This is an optimization exercise on Yosys and OpenROAD, whose aim is small area, not a production implementation.
For this run, only the layout was checked, not whether the RTL still works.
The clock cells of this run come from the design's own scripts or RTL, not from TritonCTS.
No driver is modelled on the clock port, so clock power and skew are understated where the tree is cut down; a real chip needs a root buffer or a tree.
Power figures rest on the tool's default switching activity, not on a simulated workload.

--- design/flow/config.mk ---
export PLATFORM = sky130hd
export DESIGN_NAME = ALUUnit
export DESIGN_NICKNAME = ALUUnit
export VERILOG_FILES = /design/flow/design.v
export SDC_FILE = /design/flow/constraint.sdc
export NUM_CORES = 4
export LEC_CHECK = 0
export CAP_MARGIN = 0
export CORE_MARGIN = 2
export CORE_UTILIZATION = 40
export GPL_TIMING_DRIVEN = 0
export SETUP_SLACK_MARGIN = -0.2
export SLEW_MARGIN = 0
export SYNTH_HIERARCHICAL = 1
export SYNTH_MINIMUM_KEEP_SIZE = 0
--- design/flow/constraint.sdc ---
create_clock -name core_clock -period 5.5 [get_ports {CK4}]
set_input_delay 1.1000 -clock core_clock [delete_from_list [all_inputs] [get_ports {CK4}]]
set_output_delay 1.1000 -clock core_clock [all_outputs]
set_load 0.01 [all_outputs]
--- design/flow/design.v ---
module ALU( input [15:0] A,B,
				input [3:0] aluC,
				input carryIn,
				output [15:0] nZ,
				output carryOut,
				output carryLoad );
	wire x, no2, a32, ma, y0, y1;
	u_xor2  d0( .A(aluC[1]), .B(aluC[0]), .Y(x) );
	u_inv   d1( .A(aluC[2]), .Y(no2) );
	u_and2  d2( .A(aluC[3]), .B(aluC[2]), .X(a32) );
	u_mux2i d3( .A0(no2), .A1(a32), .S(x), .Y(y1) );
	u_a22o  d4( .A1(x), .A2(aluC[3]), .B1(aluC[1]), .B2(no2), .X(y0) );
	u_o21ai d5( .A1(aluC[3]), .A2(aluC[0]), .B1(no2), .Y(ma) );
	wire ks  = (aluC[3:1] == 3'b010);
	wire nks = ~ks;
	wire kq  = (aluC[3:2] == 2'b00) | (aluC[3:1] == 3'b010) | (aluC == 4'b0110) | (aluC == 4'b1010) | (aluC == 4'b1111);
	wire ke  = (aluC[3:1] == 3'b011);
	wire kgt = (aluC == 4'b1101);
	wire keq = (aluC == 4'b1110);
	wire k1  = (aluC == 4'b1001);
	wire [8:0] cc;
	wire [15:0] p, e, nam;
	wire nZa0;
	assign cc[0] = (aluC == 4'b0101) & carryIn;
	wire p0_nch;
	aluBitT p0_lo( .a(A[0]), .b(B[0]), .ma(ma), .y0(y0), .y1(y1), .kq(kq), .ke(ke), .ks(ks),
	                .c(cc[0]), .nam(nam[0]), .p(p[0]), .e(e[0]), .nz(nZa0) );
	u_a21oi p0_c1( .A1(p[0]), .A2(cc[0]), .B1(e[0]), .Y(p0_nch) );
	aluBitN p0_hi( .a(A[1]), .b(B[1]), .ma(ma), .y0(y0), .y1(y1), .kq(kq), .ke(ke), .nks(nks),
	                .nc(p0_nch), .nam(nam[1]), .p(p[1]), .e(e[1]), .nz(nZ[1]) );
	wire p0_G, p0_P;
	u_a21o  p0_g( .A1(p[1]), .A2(e[0]), .B1(e[1]), .X(p0_G) );
	u_and2  p0_q( .A(p[1]), .B(p[0]), .X(p0_P) );
	u_a21oi p0_c2( .A1(p0_P), .A2(cc[0]), .B1(p0_G), .Y(cc[1]) );
	wire p1_ch;
	aluBitN p1_lo( .a(A[2]), .b(B[2]), .ma(ma), .y0(y0), .y1(y1), .kq(kq), .ke(ke), .nks(nks),
	                .nc(cc[1]), .nam(nam[2]), .p(p[2]), .e(e[2]), .nz(nZ[2]) );
	u_mux2i p1_c1( .A0(nam[2]), .A1(cc[1]), .S(p[2]), .Y(p1_ch) );
	aluBitT p1_hi( .a(A[3]), .b(B[3]), .ma(ma), .y0(y0), .y1(y1), .kq(kq), .ke(ke), .ks(ks),
	                .c(p1_ch), .nam(nam[3]), .p(p[3]), .e(e[3]), .nz(nZ[3]) );
	u_a21oi p1_c2( .A1(p[3]), .A2(p1_ch), .B1(e[3]), .Y(cc[2]) );
	wire p2_ch;
	aluBitN p2_lo( .a(A[4]), .b(B[4]), .ma(ma), .y0(y0), .y1(y1), .kq(kq), .ke(ke), .nks(nks),
	                .nc(cc[2]), .nam(nam[4]), .p(p[4]), .e(e[4]), .nz(nZ[4]) );
	u_mux2i p2_c1( .A0(nam[4]), .A1(cc[2]), .S(p[4]), .Y(p2_ch) );
	aluBitT p2_hi( .a(A[5]), .b(B[5]), .ma(ma), .y0(y0), .y1(y1), .kq(kq), .ke(ke), .ks(ks),
	                .c(p2_ch), .nam(nam[5]), .p(p[5]), .e(e[5]), .nz(nZ[5]) );
	wire p2_nG, p2_nP;
	u_a21oi p2_g( .A1(p[5]), .A2(e[4]), .B1(e[5]), .Y(p2_nG) );
	u_nand2 p2_q( .A(p[5]), .B(p[4]), .Y(p2_nP) );
	u_o21ai p2_c2( .A1(p2_nP), .A2(cc[2]), .B1(p2_nG), .Y(cc[3]) );
	wire p3_nch;
	aluBitT p3_lo( .a(A[6]), .b(B[6]), .ma(ma), .y0(y0), .y1(y1), .kq(kq), .ke(ke), .ks(ks),
	                .c(cc[3]), .nam(nam[6]), .p(p[6]), .e(e[6]), .nz(nZ[6]) );
	u_a21oi p3_c1( .A1(p[6]), .A2(cc[3]), .B1(e[6]), .Y(p3_nch) );
	aluBitN p3_hi( .a(A[7]), .b(B[7]), .ma(ma), .y0(y0), .y1(y1), .kq(kq), .ke(ke), .nks(nks),
	                .nc(p3_nch), .nam(nam[7]), .p(p[7]), .e(e[7]), .nz(nZ[7]) );
	u_mux2i p3_c2( .A0(nam[7]), .A1(p3_nch), .S(p[7]), .Y(cc[4]) );
	wire p4_nch;
	aluBitT p4_lo( .a(A[8]), .b(B[8]), .ma(ma), .y0(y0), .y1(y1), .kq(kq), .ke(ke), .ks(ks),
	                .c(cc[4]), .nam(nam[8]), .p(p[8]), .e(e[8]), .nz(nZ[8]) );
	u_a21oi p4_c1( .A1(p[8]), .A2(cc[4]), .B1(e[8]), .Y(p4_nch) );
	aluBitN p4_hi( .a(A[9]), .b(B[9]), .ma(ma), .y0(y0), .y1(y1), .kq(kq), .ke(ke), .nks(nks),
	                .nc(p4_nch), .nam(nam[9]), .p(p[9]), .e(e[9]), .nz(nZ[9]) );
	wire p4_G, p4_P;
	u_a21o  p4_g( .A1(p[9]), .A2(e[8]), .B1(e[9]), .X(p4_G) );
	u_and2  p4_q( .A(p[9]), .B(p[8]), .X(p4_P) );
	u_a21oi p4_c2( .A1(p4_P), .A2(cc[4]), .B1(p4_G), .Y(cc[5]) );
	wire p5_ch;
	aluBitN p5_lo( .a(A[10]), .b(B[10]), .ma(ma), .y0(y0), .y1(y1), .kq(kq), .ke(ke), .nks(nks),
	                .nc(cc[5]), .nam(nam[10]), .p(p[10]), .e(e[10]), .nz(nZ[10]) );
	u_mux2i p5_c1( .A0(nam[10]), .A1(cc[5]), .S(p[10]), .Y(p5_ch) );
	aluBitT p5_hi( .a(A[11]), .b(B[11]), .ma(ma), .y0(y0), .y1(y1), .kq(kq), .ke(ke), .ks(ks),
	                .c(p5_ch), .nam(nam[11]), .p(p[11]), .e(e[11]), .nz(nZ[11]) );
	u_a21oi p5_c2( .A1(p[11]), .A2(p5_ch), .B1(e[11]), .Y(cc[6]) );
	wire p6_ch;
	aluBitN p6_lo( .a(A[12]), .b(B[12]), .ma(ma), .y0(y0), .y1(y1), .kq(kq), .ke(ke), .nks(nks),
	                .nc(cc[6]), .nam(nam[12]), .p(p[12]), .e(e[12]), .nz(nZ[12]) );
	u_mux2i p6_c1( .A0(nam[12]), .A1(cc[6]), .S(p[12]), .Y(p6_ch) );
	aluBitT p6_hi( .a(A[13]), .b(B[13]), .ma(ma), .y0(y0), .y1(y1), .kq(kq), .ke(ke), .ks(ks),
	                .c(p6_ch), .nam(nam[13]), .p(p[13]), .e(e[13]), .nz(nZ[13]) );
	wire p6_nG, p6_nP;
	u_a21oi p6_g( .A1(p[13]), .A2(e[12]), .B1(e[13]), .Y(p6_nG) );
	u_nand2 p6_q( .A(p[13]), .B(p[12]), .Y(p6_nP) );
	u_o21ai p6_c2( .A1(p6_nP), .A2(cc[6]), .B1(p6_nG), .Y(cc[7]) );
	wire p7_nch;
	aluBitT p7_lo( .a(A[14]), .b(B[14]), .ma(ma), .y0(y0), .y1(y1), .kq(kq), .ke(ke), .ks(ks),
	                .c(cc[7]), .nam(nam[14]), .p(p[14]), .e(e[14]), .nz(nZ[14]) );
	u_a21oi p7_c1( .A1(p[14]), .A2(cc[7]), .B1(e[14]), .Y(p7_nch) );
	aluBitN p7_hi( .a(A[15]), .b(B[15]), .ma(ma), .y0(y0), .y1(y1), .kq(kq), .ke(ke), .nks(nks),
	                .nc(p7_nch), .nam(nam[15]), .p(p[15]), .e(e[15]), .nz(nZ[15]) );
	wire p7_G, p7_P;
	u_a21o  p7_g( .A1(p[15]), .A2(e[14]), .B1(e[15]), .X(p7_G) );
	u_and2  p7_q( .A(p[15]), .B(p[14]), .X(p7_P) );
	u_a21oi p7_c2( .A1(p7_P), .A2(cc[7]), .B1(p7_G), .Y(cc[8]) );
	wire c16 = ~cc[8];
	wire allP = (&{p0_P, p[2], p[3], p[6], p[7], p4_P, p[10], p[11], p7_P}) & ~(|{p2_nP, p6_nP});
	wire ncmp = ~((c16 & kgt) | (allP & keq) | k1);
	assign nZ[0] = nZa0 & ncmp;
	assign carryLoad = (aluC[3:1] == 3'b010) | (aluC == 4'b1011) | (aluC == 4'b1100);
	assign carryOut = aluC[3] ? aluC[2] : (c16 & ~allP);
endmodule
module aluBitT( input a, b, ma, y0, y1, kq, ke, ks, c,
                output nam, p, e, nz );
	wire nbm, nq, ncg;
	u_nand2  g0( .A(a), .B(ma), .Y(nam) );
	u_mux2i  g1( .A0(y0), .A1(y1), .S(b), .Y(nbm) );
	u_xor2   g2( .A(nam), .B(nbm), .Y(p) );
	u_nor2   g3( .A(nam), .B(nbm), .Y(e) );
	u_a22oi  g4( .A1(p), .A2(kq), .B1(e), .B2(ke), .Y(nq) );
	u_nand2  g5( .A(c), .B(ks), .Y(ncg) );
	u_xnor2  g6( .A(nq), .B(ncg), .Y(nz) );
endmodule
module aluBitN( input a, b, ma, y0, y1, kq, ke, nks, nc,
                output nam, p, e, nz );
	wire nbm, nq, cg;
	u_nand2  g0( .A(a), .B(ma), .Y(nam) );
	u_mux2i  g1( .A0(y0), .A1(y1), .S(b), .Y(nbm) );
	u_xor2   g2( .A(nam), .B(nbm), .Y(p) );
	u_nor2   g3( .A(nam), .B(nbm), .Y(e) );
	u_a22oi  g4( .A1(p), .A2(kq), .B1(e), .B2(ke), .Y(nq) );
	u_nor2   g5( .A(nc), .B(nks), .Y(cg) );
	u_xor2   g6( .A(nq), .B(cg), .Y(nz) );
endmodule
module u_a22oi(input A1, A2, B1, B2, output Y); assign Y = ~((A1 & A2) | (B1 & B2)); endmodule
module u_a21o(input A1, A2, B1, output X); assign X = (A1 & A2) | B1; endmodule
module u_and2(input A, B, output X); assign X = A & B; endmodule
module u_a22o(input A1, A2, B1, B2, output X); assign X = (A1 & A2) | (B1 & B2); endmodule
module u_a21oi(input A1, A2, B1, output Y); assign Y = ~((A1 & A2) | B1); endmodule
module u_inv(input A, output Y); assign Y = ~A; endmodule
module u_o21ai(input A1, A2, B1, output Y); assign Y = ~((A1 | A2) & B1); endmodule
module u_nand2(input A, B, output Y); assign Y = ~(A & B); endmodule
module u_nor2(input A, B, output Y); assign Y = ~(A | B); endmodule
module u_nor2b(input A, B_N, output Y); assign Y = ~(A | ~B_N); endmodule
module u_xor2(input A, B, output Y); assign Y = A ^ B; endmodule
module u_xnor2(input A, B, output Y); assign Y = ~(A ^ B); endmodule
module u_mux2i(input A0, A1, S, output Y); assign Y = ~(S ? A1 : A0); endmodule
module u_a222oi(input A1, A2, B1, B2, C1, C2, output Y);
	assign Y = ~((A1 & A2) | (B1 & B2) | (C1 & C2));
endmodule
module shifter( input [15:0] nZ,
					 input [1:0] SH,
					 output [15:0] C );
	wire s0 = (SH == 2'b00);
	wire sL = (SH == 2'b10);
	genvar i;
	generate for (i = 1; i < 15; i = i + 1) begin : mid
		u_a222oi g( .A1(nZ[i]), .A2(s0), .B1(nZ[i+1]), .B2(SH[0]), .C1(nZ[i-1]), .C2(sL), .Y(C[i]) );
	end endgenerate
	u_a221oi g15( .A1(nZ[15]), .A2(s0), .B1(nZ[14]), .B2(sL), .C1(SH[0]), .Y(C[15]) );
	u_a221oi g0( .A1(nZ[0]), .A2(s0), .B1(nZ[1]), .B2(SH[0]), .C1(sL), .Y(C[0]) );
endmodule
module u_a221oi(input A1, A2, B1, B2, C1, output Y);
	assign Y = ~((A1 & A2) | (B1 & B2) | C1);
endmodule
module ALUUnit( input CK4,
                input [15:0] A,
                input [15:0] B,
                input [3:0] aluC,
                input [1:0] SH,
                output [15:0] C,
                output CY );
	wire [15:0] nZ;
	wire [15:0] shRes;
	wire carryOut;
	wire carryLoad;
	reg carryFlag;
	reg [15:0] OperandRegister1;
	reg [15:0] OperandRegister2;
	reg inst5;
	ALU inst1( .A(A), .B(B), .aluC(aluC), .carryIn(carryFlag),
	           .nZ(nZ), .carryOut(carryOut), .carryLoad(carryLoad) );
	shifter inst2( .nZ(nZ), .SH(SH), .C(shRes) );
	always @ (posedge CK4)
		if (carryLoad)
			carryFlag <= carryOut;
	always @ (posedge CK4)
		OperandRegister1 <= shRes;
	always @ (negedge CK4)
		OperandRegister2 <= OperandRegister1;
	always @ (negedge CK4)
		inst5 <= carryFlag;
	assign C = OperandRegister2;
	assign CY = inst5;
endmodule
--- design/flow/flow/run.sh ---
#!/bin/bash
# Own flow: the standard layout (standard.sh) with a few ORFS hooks.
#  - every port keeps its buffer, made with the smallest buffer cell
#  - before floorplan, combinational cells go to their smallest drive
#    strength; the flow's timing repair upsizes only where timing needs it
#  - the clock network is built by hand (pre_cts.tcl): CK4 drives one clock
#    buffer for the rising-edge registers and the synthesis inverter for the
#    falling-edge ones
#  - power recovery after global routing downsizes cells with slack left
set -euo pipefail
here=$(pwd)
export BUFFER_PORTS_ARGS="-buffer_cell sky130_fd_sc_hd__buf_1"
export PRE_FLOORPLAN_TCL="$here/flow/downsize.tcl"
export PRE_CTS_TCL="$here/flow/pre_cts.tcl"
export FLOW_CLK_BUF=sky130_fd_sc_hd__clkbuf_8
export FLOW_CLK_INV=sky130_fd_sc_hd__clkinv_4
export RECOVER_POWER=100
bash standard.sh > "$here/standard_flow.log" 2>&1
--- design/flow/flow/downsize.tcl ---
# Swap each combinational cell for the smallest cell of its family
# (same function and pins, e.g. a222oi_2 -> a222oi_1).
set db [ord::get_db]
set fam {}
foreach lib [$db getLibs] {
  foreach m [$lib getMasters] {
    set n [$m getName]
    if { [regexp {^(sky130_fd_sc_hd__[a-z0-9]+)_([0-9]+)$} $n -> base drive] } {
      set area [expr { [$m getWidth] * [$m getHeight] }]
      if { ![dict exists $fam $base] || $area < [lindex [dict get $fam $base] 1] || \
           ($area == [lindex [dict get $fam $base] 1] && $drive > [lindex [dict get $fam $base] 2]) } {
        dict set fam $base [list $m $area $drive]
      }
    }
  }
}
set swapped 0
foreach inst [[ord::get_db_block] getInsts] {
  set m [$inst getMaster]
  set n [$m getName]
  if { ![regexp {^(sky130_fd_sc_hd__[a-z0-9]+)_([0-9]+)$} $n -> base drive] } { continue }
  if { [regexp {^sky130_fd_sc_hd__(s?e?df|dl|sdl|clk|conb|tap|fill|decap|diode)} $n] } { continue }
  set best [lindex [dict get $fam $base] 0]
  if { [$best getName] ne $n } {
    $inst swapMaster $best
    incr swapped
  }
}
puts "downsize.tcl: swapped $swapped cells to their smallest drive strength"
--- design/flow/flow/pre_cts.tcl ---
# Clock network built by hand instead of by CTS.  The design has 18
# rising-edge registers on CK4 and 17 falling-edge registers behind the
# clock inverter that synthesis made.  CK4 drives two cells only: one clock
# buffer for the rising-edge registers and that inverter, sized up, for the
# falling-edge ones.  Each register sees a single clock cell, so the
# registers of each edge get their clock at nearly the same time.
proc repair_clock_inverters { args } {
  puts "pre_cts.tcl: falling-edge registers keep their shared clock inverter"
}

proc my_place_near { inst iterms } {
  set n 0; set sx 0; set sy 0
  foreach it $iterms {
    set loc [[$it getInst] getLocation]
    set sx [expr { $sx + [lindex $loc 0] }]
    set sy [expr { $sy + [lindex $loc 1] }]
    incr n
  }
  $inst setLocation [expr { $sx / $n }] [expr { $sy / $n }]
  $inst setPlacementStatus PLACED
}

rename clock_tree_synthesis my_unused_clock_tree_synthesis
proc clock_tree_synthesis { args } {
  set db [ord::get_db]
  set block [ord::get_db_block]
  set ck [$block findNet CK4]
  set regs {}
  set invs {}
  foreach it [$ck getITerms] {
    set m [[$it getInst] getMaster]
    if { [$m isSequential] } {
      lappend regs $it
    } elseif { [string match "sky130_fd_sc_hd__*inv_*" [$m getName]] } {
      lappend invs $it
    } else {
      error "pre_cts.tcl: unexpected clock load [[$it getInst] getName] ([$m getName])"
    }
  }
  if { [llength $invs] != 1 } { error "pre_cts.tcl: expected one clock inverter, found [llength $invs]" }
  $ck setSigType CLOCK

  # rising edge: CK4 -> clkbuf -> registers
  set buf [odb::dbInst_create $block [$db findMaster $::env(FLOW_CLK_BUF)] clkbuf_0_CK4]
  set net [odb::dbNet_create $block clknet_0_CK4]
  $net setSigType CLOCK
  [$buf findITerm A] connect $ck
  [$buf findITerm X] connect $net
  foreach it $regs {
    $it disconnect
    $it connect $net
  }
  my_place_near $buf $regs

  # falling edge: the synthesis inverter, sized for its registers
  set inv [[lindex $invs 0] getInst]
  $inv swapMaster [$db findMaster $::env(FLOW_CLK_INV)]
  set onet [[$inv findITerm Y] getNet]
  $onet setSigType CLOCK
  set oregs {}
  foreach it [$onet getITerms] {
    if { [[$it getInst] getName] ne [$inv getName] } { lappend oregs $it }
  }
  my_place_near $inv $oregs
  puts "pre_cts.tcl: [llength $regs] rising-edge registers on [$buf getName],\
    [llength $oregs] falling-edge registers on [$inv getName]"
  set_propagated_clock [all_clocks]
}
--- design/flow/standard.sh ---
#!/bin/bash
# synth_recipe.tcl (not shown) runs the flow's synth.tcl, then flattens the netlist and writes it again
# the make line also repeats each setting of config.mk as NAME=value (left out here)
make -C /OpenROAD-flow-scripts/flow DESIGN_CONFIG=/design/flow/config.mk WORK_HOME=/design/flow/orfs CLKGATE_MAP_FILE= SYNTH_SCRIPT=/design/flow/synth_recipe.tcl "${@:-finish}"
==> run summary <==
drc violations=0; Vias per Instance=5.16; Syn Inst Count=221; routed wire length=4250 um; drt first pass iters=6; num ports=56; vias in the first global route=approximately 1.5k; Core ar.=4720 um^2; Max Fclk=about 0.19 GHz; die area=5450 um^2; fin cells=346; PD cells=265 nW/um^2; layout cells sized above 1=under 10%; total gr overflow=0; Starting Density=41.3%; Max Cap Viol=0; Worst Setup Start Kind=primary input; Static Leak=0.930 nW; syn nets=between 200 and 300; CP Capture Type=register; number of antenna violations at the first check in global routing=0; Detail Placement HPWL=about 3200 um; clock skew=78.6 ps; die width=73.8 um; Port Buffers=55; placement row count=25; first-pass GRT wire length=6960 um; fin crit period=between 5000 and 6000 ps; WL/cell=between 10 and 15 um; slew margin rel.=about a tenth; fin. max-slew vios=0; final worst slack=273 ps; Clock Latency Late Sink=150 ps; DRT iter0 DRCs=134; status=finished clean; final period utilization=between 90% and 100%; clk slew on worst S/H paths=90 ps; Worst Path Arrival=5270 ps; worst min-delay path class=register to register; Yosys warning count=7; hold buffers post-CTS=0; Fin Setup TNS=0 ps; total power=approximately 0.6 mW; Max IR drop VDD=0.114 mV; total track usage=between 15 and 20%; DP Cell Count=343; CP Class=primary input to register; Antenna Cells=0; setup violators final=0; Routed Antenna Nets=0; Via Count=between 1.5k and 2k; die span in y=73.8 um; largest net degree at the start of global routing=19; Post-Place Setup Slack=-683 ps; nets=320; required time worst endpoint=5540 ps; GP Congestion=a little over 0.8; WHS=1190 ps; CP Max Fanout=7; worst slew pin tran=1350 ps; Fin. Hold Viols=0
[power breakdown]
part           internal, mW  leakage, nW  switching, mW
combinational        0.0933        0.631          0.144
clock                0.0216       0.0113         0.0515
sequential            0.292        0.287        0.00907
[routing by layer]
layer / vias up / share of wire, % / GRT usage [%]
met4: 0 / 0.68 / 0.606
met5: - / 0 / 0
li1: 933 / - / -
met1: 797 / 50 / 23.6
met2: 52 / 44 / 24.4
met3: 2 / 4.4 / 0.549
[final timing paths]
path             start                  end  slack, ps  depth (start not counted)
max            aluC[0]  OperandRegister1[1]        270                         21
min          carryFlag  OperandRegister1[0]       1190                          5
max reg2reg  carryFlag                inst5       2140                          0
min reg2reg  carryFlag  OperandRegister1[0]       1190                          5
[flip-flops by register name (all words and copies together), names as in the netlist]
register / cells
OperandRegister2: 16
inst5: 1
OperandRegister1: 16
carryFlag: 1
[cells in the final DEF (no fill, tap or decap), types with 2 or more instances in the layout]
cell type and count:
a222oi_1 14, a21o_1 3, o31ai_1 2, nor2_1 27, a22oi_1 17, xnor2_1 8
buf_1 55, inv_2 3, a21oi_1 12, o21ai_1 3, buf_4 2, xor2_1 24
mux2i_1 23, a221oi_1 2, dfxtp_1 33, nand2_1 30, and2_1 5
[per-stage QoR]
stage | area (um^2) | util (%)
2_1_floorplan | 1950 | -
3_3_place_gp | 2240 | 47.4
3_5_place_dp | 2240 | 47.4
4_1_cts | 2270 | 48.1
5_1_grt | 2310 | 48.8
6_report | 2310 | 48.8
[timing repair]
action	CTS	global route
gates resized for setup	2	4
cloned	0	0
buffers inserted	0	2
endpoints found under the setup margin	5	4
pin swaps	0	0
[critical path: stages]
cell      delay [ps]
buf_1            300
xor2_2           280
mux2i_4          370
mux2i_1          160
xor2_1           280
and2_1           180
a21oi_1           90
mux2i_1          190
a21oi_1          140
o21ai_1          190
a21oi_1          110
mux2i_1          240
a21oi_1          130
mux2i_1          200
a21oi_1          140
o21ai_1          230
a21oi_1          120
and2_1           170
o31ai_1          220
a21oi_1           90
a222oi_1         340
[area by class of cell]
| class | count | area [um^2] |
|---|---|---|
| repair buffers | 57 | 221 |
| well taps | 67 | 83.8 |
| plain buffers | 2 | 17.5 |
| multi-input cells | 182 | 1270 |
| inverters | 4 | 20.0 |
| flip-flops and latches | 34 | 691 |
| fillers | 494 | 2420 |
